Context: an optimization exercise on an open-source flow, tuned for small area and a short achievable clock period. The choices shown serve that exercise and are no tape-out recipe. In this exercise RTL edits were held to simulation tests only and were not proved equivalent to the original. No activity file was given, so power comes from the tool's default toggle rates.

==> exp/ember <==
Design alu_top, start of the top module:
module alu_top(
    input             clk,
    input      [31:0] a,
    input      [31:0] b,
    input      [3:0]  opcode,
    input             cin,
    input             bin,
    input             en,
    output reg [31:0] sum,
    output reg [31:0] diff,
    output reg [31:0] result,
    output reg        cout,
    output reg        bout,
    output            zero,
    output            sign,
    output reg        carry,
    output reg        overflow,
    output            parity
);
Settings: LEC_CHECK=0, ABC_AREA=1, CAP_MARGIN=20, CORE_MARGIN=2, CORE_UTILIZATION=55, PLACE_DENSITY=0.7, SLEW_MARGIN=20; clock period 125.0 ns.
standard.sh (not shown) runs the stock make flow with config.mk's settings and CLKGATE_MAP_FILE= SYNTH_SCRIPT=/design/flow/synth_recipe.tcl, a recipe that flattens the netlist after the stock synthesis.
==> flow/flow/run.sh <==
#!/bin/bash
# The standard layout (the standard.sh) with two changes:
#  - synthesis skips the adder-cell step (extract_fa + ADDER_MAP_FILE), so ABC maps the
#    adders of the divide/multiply array itself;
#  - up to clock-tree synthesis, repair_timing aims for SETUP_SLACK_MARGIN ns of setup slack
#    instead of 0, so it sizes the long divider paths even though they meet the 125 ns clock.
# Routing and the rest run as in the standard flow.
set -euo pipefail
bash standard.sh ADDER_MAP_FILE= SETUP_SLACK_MARGIN=92 cts > orfs_make_cts.log 2>&1
bash standard.sh ADDER_MAP_FILE= finish > orfs_make_finish.log 2>&1
==> inputs of exp/cedar, as changes to exp/ember <==
--- a/flow/flow/run.sh
+++ b/flow/flow/run.sh
@@ -6,5 +6,5 @@
 #    instead of 0, so it sizes the long divider paths even though they meet the 125 ns clock.
 # Routing and the rest run as in the standard flow.
 set -euo pipefail
-bash standard.sh ADDER_MAP_FILE= SETUP_SLACK_MARGIN=92 cts > orfs_make_cts.log 2>&1
+bash standard.sh ADDER_MAP_FILE= SETUP_SLACK_MARGIN=80 cts > orfs_make_cts.log 2>&1
 bash standard.sh ADDER_MAP_FILE= finish > orfs_make_finish.log 2>&1
==> inputs of exp/indigo, as changes to exp/ember <==
--- a/flow/flow/run.sh
+++ b/flow/flow/run.sh
@@ -6,5 +6,5 @@
 #    instead of 0, so it sizes the long divider paths even though they meet the 125 ns clock.
 # Routing and the rest run as in the standard flow.
 set -euo pipefail
-bash standard.sh ADDER_MAP_FILE= SETUP_SLACK_MARGIN=92 cts > orfs_make_cts.log 2>&1
+bash standard.sh ADDER_MAP_FILE= SETUP_SLACK_MARGIN=88 cts > orfs_make_cts.log 2>&1
 bash standard.sh ADDER_MAP_FILE= finish > orfs_make_finish.log 2>&1
==> inputs of exp/delta, as changes to exp/ember <==
--- a/flow/flow/run.sh
+++ b/flow/flow/run.sh
@@ -6,5 +6,5 @@
 #    instead of 0, so it sizes the long divider paths even though they meet the 125 ns clock.
 # Routing and the rest run as in the standard flow.
 set -euo pipefail
-bash standard.sh ADDER_MAP_FILE= SETUP_SLACK_MARGIN=92 cts > orfs_make_cts.log 2>&1
+bash standard.sh ADDER_MAP_FILE= SETUP_SLACK_MARGIN=84 cts > orfs_make_cts.log 2>&1
 bash standard.sh ADDER_MAP_FILE= finish > orfs_make_finish.log 2>&1
==> qor summary <==
Run status: exp/cedar no timing/DRC/antenna violations; exp/ember no timing/DRC/antenna violations; exp/indigo no timing/DRC/antenna violations; exp/delta no timing/DRC/antenna violations
Transition time of the tightest slew-check pin: exp/cedar 1130 ps; exp/ember 1240 ps; exp/indigo 1260 ps; exp/delta 1230 ps
Delay contributed by the slowest stage of the critical path: exp/cedar 630 ps; exp/ember 610 ps; exp/indigo 620 ps; exp/delta 510 ps
Required arrival time at the worst endpoint: exp/cedar 125,310 ps; exp/ember 125,380 ps; exp/indigo 125,370 ps; exp/delta 125,380 ps
Reported leakage power: exp/cedar 25.1 nW; exp/ember 30.3 nW; exp/indigo 26.3 nW; exp/delta 25.8 nW
Seq area share: exp/cedar 8.16%; exp/ember 6.66%; exp/indigo 7.77%; exp/delta 7.95%
M3 GR Usage: exp/cedar 5.82%; exp/ember 11.9%; exp/indigo 6.96%; exp/delta 5.40%
Total wire length after detailed routing: exp/cedar 157,000 µm; exp/ember 200,000 µm; exp/indigo 176,000 µm; exp/delta 162,000 µm
Layout buffering overhead excluding clock cells: exp/cedar 4.88%; exp/ember 13.9%; exp/indigo 6.78%; exp/delta 6.15%
Clock network power: exp/cedar 0.0000556 W; exp/ember 0.0000569 W; exp/indigo 0.0000566 W; exp/delta 0.0000588 W
Multi-In Gates: exp/cedar 6,312; exp/ember 6,387; exp/indigo 6,360; exp/delta 6,328
Net load switching power: exp/cedar 0.000323 W; exp/ember 0.000388 W; exp/indigo 0.000338 W; exp/delta 0.000326 W
Skew-Pair Late Insertion Delay: exp/cedar 480 ps; exp/ember 490 ps; exp/indigo 490 ps; exp/delta 470 ps
Antenna Cells: exp/cedar 3; exp/ember 1; exp/indigo 0; exp/delta 2
Max_slew headroom: exp/cedar 24.2%; exp/ember 17.0%; exp/indigo 15.4%; exp/delta 17.2%
Slowest library cell on the worst path: exp/cedar sky130_fd_sc_hd__buf_4; exp/ember sky130_fd_sc_hd__nor4_4; exp/indigo sky130_fd_sc_hd__nor4_4; exp/delta sky130_fd_sc_hd__clkdlybuf4s50_1
Via count of the first global-routing pass: exp/cedar 44.2k; exp/ember 54.8k; exp/indigo 47.5k; exp/delta 45.6k
Switching share of total power: exp/cedar 57.1%; exp/ember 56.3%; exp/indigo 57.7%; exp/delta 56.5%
Area growth from synthesis to layout: exp/cedar 3.05%; exp/ember 26.5%; exp/indigo 8.26%; exp/delta 5.73%
Critical setup path kind: exp/cedar reg2reg; exp/ember in2reg; exp/indigo in2reg; exp/delta in2reg
Drt initial violations: exp/cedar 3,926; exp/ember 6,352; exp/indigo 4,961; exp/delta 4,356
Final-layout clock buffer total: exp/cedar 19; exp/ember 18; exp/indigo 18; exp/delta 18
Cell-internal power: exp/cedar 0.000243 W; exp/ember 0.000301 W; exp/indigo 0.000248 W; exp/delta 0.000251 W
Worst EP arrival: exp/cedar 45,740 ps; exp/ember 43,120 ps; exp/indigo 43,070 ps; exp/delta 43,070 ps
Seq. cell area: exp/cedar 0.00382 mm²; exp/ember 0.00383 mm²; exp/indigo 0.00383 mm²; exp/delta 0.00382 mm²

-- port drivers added, routing unchanged --
How much do the figures lean on ideal ports? The routed layouts below were timed once more, with nothing changed but the port constraints. Step 1: set_driving_cell puts a clkbuf_16 on clk and a buf_2 on each other input, an assumption about the parent block. Step 2, shift: input delay + t, output delay - t, t = (earliest + latest rising clock arrival at the registers) / 2. This alone moves slack from input paths to output paths. Three values: no drivers, after step 1, after step 2; two values: the first two.
run | t (ns) | setup WS [ns] | worst setup path after step 2 | clock arrival spread, ns | cell pins on the clock port's net
exp/ember | 0.548 | 82.261 / 82.302 / 81.755 | input to register | 0.026 / 0.025 | 1
exp/cedar | 0.534 | 79.569 / 79.568 / 79.325 | input to register | 0.023 / 0.023 | 1
exp/indigo | 0.538 | 82.307 / 82.346 / 81.808 | input to register | 0.026 / 0.027 | 1
exp/delta | 0.528 | 82.316 / 82.358 / 81.830 | input to register | 0.021 / 0.021 | 1
After both steps every run listed still meets setup and hold. The setup slack of exp/ember, which loses most, moves by +0.041 ns with the drivers and by -0.506 ns with both steps.
